Background: an optimization exercise with open tools, aiming at small area. Do not read the settings as production practice. The RTL was checked by simulation tests, not by an equivalence proof against the original design. Power is estimated from default activity; no workload was simulated.

==> flow/design.v <==
`timescale 1ns / 1ps
module top(
    clk, rst, row, col,
    an, seg, led_reset, led_check, ps, dispense, money, btn, refnd, dp, E_quantity
    );
    input wire clk;
    input wire rst;
    input wire [3:0] row;
    input wire btn;
    input wire refnd;
    output wire [3:0] an;
    output wire dp;
    output reg [6:0] seg;
    output reg led_reset;
    output wire [3:0] col;
    output reg dispense;
    output reg [2:0] ps;
    output wire led_check;
    output reg [3:0] money;
    output reg [3:0] E_quantity;
    assign dp = 1'b1;
    reg [2:0] c8;
    reg [5:0] c50;
    reg       w;     
    reg       vf;    
    reg [1:0] ci;    
    reg       vs;    
    wire fast = (c8 == 3'd7);
    wire slow = (c8 == 3'd3) && (c50 == 6'd25);
    wire wrap = (c50 == 6'd49);
    always @(posedge clk) begin
        if (rst) begin
            c8 <= 3'd4;
            c50 <= 6'd0;
            w <= 1'b0;
            vf <= 1'b0;
            ci <= 2'd3;
            vs <= 1'b0;
        end else begin
            c8 <= c8 + 3'd1;
            if (fast) begin
                c50 <= wrap ? 6'd0 : c50 + 6'd1;
                if (wrap) w <= ~w;
                vf <= 1'b1;
            end
            if (slow) begin
                ci <= ci + 2'd1;
                vs <= 1'b1;
            end
        end
    end
    wire [1:0] m  = {c50[1] ^ w, c50[0]};
    wire [1:0] ai = m - 2'd1;
    assign led_check = c50[0];
    assign an  = vf ? ~(4'b1000 >> ai) : 4'b1111;
    assign col = vs ? ~(4'b1000 >> ci) : 4'b0000;
    reg [3:0] LED;
    reg [3:0] key;
    always @* begin
        key = 4'd0;
        if (vs)
            case (ci)
                2'd0: case (row)
                        4'b0111: key = 4'hD;
                        4'b1011: key = 4'hC;
                        4'b1101: key = 4'hB;
                        4'b1110: key = 4'hA;
                        default: key = 4'd0;
                      endcase
                2'd1: key = (row == 4'b0111) ? 4'hE : 4'd0;
                2'd2: key = (row == 4'b1101) ? 4'd5 : (row == 4'b1110) ? 4'd2 : 4'd0;
                2'd3: key = (row == 4'b1110) ? 4'd1 : 4'd0;
            endcase
    end
    always @(posedge clk)
        if (rst) LED <= 4'd0;
        else if (slow) LED <= key;
    localparam R = 3'd0, PS = 3'd1, AS = 3'd2, DS = 3'd3, CH = 3'd4, RF = 3'd5, ST = 3'd6;
    reg [2:0] ns;
    reg       flag2;
    reg [2:0] cp;     
    reg [2:0] cpr;    
    reg [3:0] qA, qB, qC, qD;
    function [3:0] price(input [2:0] c);
        case (c)
            3'd2: price = 4'd6;
            3'd3: price = 4'd5;
            3'd4: price = 4'd9;
            3'd5: price = 4'd4;
            3'd6: price = 4'd11;
            default: price = 4'd0;
        endcase
    endfunction
    wire       pkey = LED[3];
    wire       coin = ~LED[3] & (LED[2:0] != 3'd0);
    wire [2:0] sel  = pkey ? LED[2:0] : cp;
    wire [3:0] CurrPrice = price(cpr);
    wire [4:0] diff = {1'b0, money} - {1'b0, CurrPrice};
    wire       ge = ~diff[4];
    wire       eq = (diff[3:0] == 4'd0);
    reg        empty;
    always @*
        case (sel)
            3'd2: empty = (qA == 4'd0);
            3'd3: empty = (qB == 4'd0);
            3'd4: empty = (qC == 4'd0);
            3'd5: empty = (qD == 4'd0);
            3'd6: empty = (E_quantity == 4'd0);
            default: empty = 1'b0;
        endcase
    always @(posedge clk)
        if (rst) begin
            ps <= R;
            ns <= R;
            flag2 <= 1'b0;
            money <= 4'd0;
            dispense <= 1'b0;
            led_reset <= 1'b0;
            cp <= 3'd0;
            cpr <= 3'd0;
            qA <= 4'd10;
            qB <= 4'd4;
            qC <= 4'd1;
            qD <= 4'd3;
            E_quantity <= 4'd2;
        end else if (slow) begin
            ps <= ns;
            case (ps)
                R: begin
                    led_reset <= 1'b1;
                    if (pkey) begin
                        ns <= PS;
                        cp <= LED[2:0];
                    end else begin
                        flag2 <= 1'b0;
                        money <= 4'd0;
                        dispense <= 1'b0;
                        cpr <= 3'd0;
                    end
                end
                PS: begin
                    if (pkey) begin
                        cp <= LED[2:0];
                        ns <= PS;
                    end else if (coin) begin
                        ns <= AS;
                        money <= money + {1'b0, LED[2:0]};
                    end
                    cpr <= sel;
                    if (sel == 3'd0) ns <= PS;
                    else if (empty) ns <= ST;
                end
                AS: begin
                    led_reset <= ~led_reset;
                    if (refnd) ns <= RF;
                    if (coin) money <= money + {1'b0, LED[2:0]};
                    if (ge) ns <= DS;
                end
                DS: begin
                    dispense <= 1'b1;
                    if (!flag2)
                        case (cp)
                            3'd2: qA <= qA - 4'd1;
                            3'd3: qB <= qB - 4'd1;
                            3'd4: qC <= qC - 4'd1;
                            3'd5: qD <= qD - 4'd1;
                            3'd6: E_quantity <= E_quantity - 4'd1;
                            default: ;
                        endcase
                    flag2 <= 1'b1;
                    if (btn) ns <= R;
                    else if (ge && !eq) ns <= CH;
                    else if (eq) ns <= DS;
                end
                CH, RF, ST: begin
                    if (btn) ns <= R;
                    else ns <= ps;
                end
                default: begin
                    ns <= R;
                    led_reset <= 1'b0;
                end
            endcase
        end
    function [6:0] letter(input [2:0] c);
        case (c)
            3'd2: letter = 7'b0001000;   
            3'd3: letter = 7'b0000011;   
            3'd4: letter = 7'b1000110;   
            3'd5: letter = 7'b0100001;   
            3'd6: letter = 7'b0000110;   
            default: letter = 7'b1111111;
        endcase
    endfunction
    function [6:0] digit(input [3:0] v);    
        case (v)
            4'h0, 4'hA: digit = 7'b1000000;
            4'h1, 4'hB: digit = 7'b1111001;
            4'h2, 4'hC: digit = 7'b0100100;
            4'h3, 4'hD: digit = 7'b0110000;
            4'h4, 4'hE: digit = 7'b0011001;
            4'h5, 4'hF: digit = 7'b0010010;
            4'h6: digit = 7'b0000010;
            4'h7: digit = 7'b1111000;
            4'h8: digit = 7'b0000000;
            default: digit = 7'b0010000;
        endcase
    endfunction
    reg [3:0] val;
    always @*
        case (ps)
            PS: val = CurrPrice;
            AS: val = -diff[3:0];
            CH: val = diff[3:0];
            default: val = money;
        endcase
    wire [6:0] tens = (val >= 4'd10) ? 7'b1111001 : 7'b1000000;
    reg [6:0] dnext;
    always @*
        case (ps)
            R:  case (ai)
                    2'd3: dnext = vf ? 7'b0000011 : 7'b1111111;
                    2'd0: dnext = 7'b1000001;
                    2'd1: dnext = 7'b0010001;
                    default: dnext = 7'b1111111;
                endcase
            PS: case (ai)
                    2'd3: dnext = letter(cp);
                    2'd0: dnext = 7'b1111111;
                    2'd1: dnext = tens;
                    default: dnext = digit(val);
                endcase
            AS: case (ai)
                    2'd3: dnext = letter(cp);
                    2'd0: dnext = 7'b0111111;
                    2'd1: dnext = tens;
                    default: dnext = digit(val);
                endcase
            DS: case (ai)
                    2'd3: dnext = 7'b0100001;
                    2'd0: dnext = 7'b1111001;
                    2'd1: dnext = 7'b0010010;
                    default: dnext = 7'b0001100;
                endcase
            CH: case (ai)
                    2'd3: dnext = 7'b1000110;
                    2'd0: dnext = 7'b0001001;
                    2'd1: dnext = tens;
                    default: dnext = digit(val);
                endcase
            RF: case (ai)
                    2'd3: dnext = 7'b0101111;
                    2'd0: dnext = 7'b0001110;
                    2'd1: dnext = tens;
                    default: dnext = digit(val);
                endcase
            ST: case (ai)
                    2'd3: dnext = 7'b0101011;
                    2'd0: dnext = 7'b0100011;
                    2'd1: dnext = 7'b1111111;
                    default: dnext = letter(cp);
                endcase
            default: dnext = 7'b1111111;
        endcase
    always @(posedge clk)
        if (rst) seg <= 7'b1111111;
        else if (fast) seg <= dnext;
endmodule
clock: 10.0 ns
lec_check: 0
abc_area: 1
cap_margin: 20
core_margin: 2
core_utilization: 40
slew_margin: 20
run.sh (not shown) runs the stock make flow with config.mk's settings and CLKGATE_MAP_FILE= SYNTH_SCRIPT=/design/flow/synth_recipe.tcl, a recipe that flattens the netlist after the stock synthesis.
Change:
==> flow/flow/run.sh (new file) <==
#!/bin/bash
# Own layout flow: the standard ORFS flow (standard.sh) with
#  - synthesis through flow/synth.tcl (standard synthesis, area-oriented ABC
#    mapping, no half/full adder cell extraction),
#  - port buffers of the smallest buffer cell,
#  - a clock tree of small clock buffers without dummy loads.
# Each tool's full output goes to the ORFS logs under orfs/logs/; make's own
# output goes to flow_make.log in this folder.
set -euo pipefail
W=$(pwd)
bash standard.sh \
  SYNTH_SCRIPT="$W/flow/synth.tcl" \
  ADDER_MAP_FILE= \
  "BUFFER_PORTS_ARGS=-buffer_cell sky130_fd_sc_hd__buf_1" \
  "CTS_ARGS=-sink_clustering_enable -repair_clock_nets -dont_use_dummy_load -buf_list sky130_fd_sc_hd__clkbuf_4 -sink_clustering_size 20 -sink_clustering_max_diameter 100" \
  finish > "$W/flow_make.log" 2>&1
==> flow/flow/abc_1.script (new file) <==
strash
&get -n
&deepsyn -T 30
&dch -f
&nf -R 1000
&put
==> flow/flow/abc_2.script (new file) <==
strash
&get -n
&deepsyn -T 60
&put
dch -f
map -a
strash
&get -n
&deepsyn -T 30
&put
dch -f
map -a
==> flow/flow/abc_3.script (new file) <==
strash
dc2
&get -n
&dch -f
&nf -R 1000
&put
strash
dc2
&get -n
&dch -f
&nf -R 1000
&put
==> flow/flow/abc_4.script (new file) <==
strash
dch
map -B 0.9
topo
==> flow/flow/synth.tcl (new file) <==
set own_dir [file dirname [file normalize [info script]]]
set own_scripts [lsort [glob -directory $own_dir abc_*.script]]

proc own_area {} {
  set libargs {}
  foreach lib $::env(LIB_FILES) { lappend libargs -liberty $lib }
  set s [tee -q -s result.string stat {*}$libargs]
  if {[regexp {Chip area for module [^:]*: ([0-9.eE+-]+)} $s -> a]} { return $a }
  return 1e18
}

proc abc {args} {
  set i [lsearch -exact $args -script]
  if {$i < 0} { return [yosys abc {*}$args] }
  yosys design -save own_pre_abc
  set best_area 1e18
  set best {}
  set n 0
  foreach s $::own_scripts {
    yosys design -load own_pre_abc
    set a [lreplace $args [expr {$i + 1}] [expr {$i + 1}] $s]
    if {[catch {yosys abc {*}$a} err]} { puts "own abc: $s failed: $err"; continue }
    yosys opt_clean
    set area [own_area]
    puts "own abc: $s area $area"
    if {$area < $best_area} {
      set best_area $area
      set best $s
      yosys design -save own_best
    }
    incr n
  }
  if {$best eq {}} {
    yosys design -load own_pre_abc
    return [yosys abc {*}$args]
  }
  puts "own abc: using $best (area $best_area)"
  yosys design -load own_best
}

source [file join $own_dir .. synth_recipe.tcl]
==> flow/standard.sh (new file) <==
#!/bin/bash
# synth_recipe.tcl (not shown) runs the flow's synth.tcl, then flattens the netlist and writes it again
# the make line also repeats each setting of config.mk as NAME=value (left out here)
make -C /OpenROAD-flow-scripts/flow DESIGN_CONFIG=/design/flow/config.mk WORK_HOME=/design/flow/orfs CLKGATE_MAP_FILE= SYNTH_SCRIPT=/design/flow/synth_recipe.tcl "${@:-finish}"
--- a/flow/config.mk
+++ b/flow/config.mk
@@ -8 +7,0 @@
-export ABC_AREA = 1
removed: flow/run.sh
Final cell count goes down by a quarter to a third.
Flip-flop and latch count is unchanged.
Hold slack gets better by 56 ps.
Change:
==> flow/run.sh (new file) <==
#!/bin/bash
# synth_recipe.tcl (not shown) runs the flow's synth.tcl, then flattens the netlist and writes it again
# the make line also repeats each setting of config.mk as NAME=value (left out here)
make -C /OpenROAD-flow-scripts/flow DESIGN_CONFIG=/design/flow/config.mk WORK_HOME=/design/flow/orfs CLKGATE_MAP_FILE= SYNTH_SCRIPT=/design/flow/synth_recipe.tcl finish
--- a/flow/config.mk
+++ b/flow/config.mk
@@ -7,0 +8 @@
+export ABC_AREA = 1
@@ -10,0 +12,3 @@
+export CTS_BUF_LIST = sky130_fd_sc_hd__clkbuf_4
+export CTS_CLUSTER_DIAMETER = 100
+export CTS_CLUSTER_SIZE = 20
removed: flow/flow/run.sh
removed: flow/flow/abc_1.script
removed: flow/flow/abc_2.script
removed: flow/flow/abc_3.script
removed: flow/flow/abc_4.script
removed: flow/flow/synth.tcl
removed: flow/standard.sh
Power came out higher by 27%.
Critical path depth is unchanged.
Sequential share of layout area came out lower by 8.6 points.

-- afterwards: timing with drivers on the ports --
How much do the figures lean on ideal ports? The routed layouts below were timed once more, with nothing changed but the port constraints. Step 1, drivers: a clkbuf_16 drives clk and a buf_2 each remaining input, both assumed. Step 2 times the ports against the registers' clock, not the clock port: input delays grow and output delays shrink by t, the midpoint of the rising clock arrivals with the driver on. Three values: no drivers, after step 1, after step 2; two values: the first two.
run | t (ns) | setup WS [ns] | hold slack, ns | worst slew at a driven data input, ns | pins driven straight from the clock port
the first run | 0.360 | 6.022 / 5.984 / 6.212 | 0.421 / 0.421 / 0.421 | 0.03 | 1
the second run | 0.418 | 5.930 / 5.902 / 6.319 | 0.477 / 0.477 / 0.477 | 0.03 | 1
the third run | 0.422 | 5.933 / 5.901 / 6.269 | 0.429 / 0.429 / 0.429 | 0.03 | 1
After both steps every run listed still meets setup and hold.
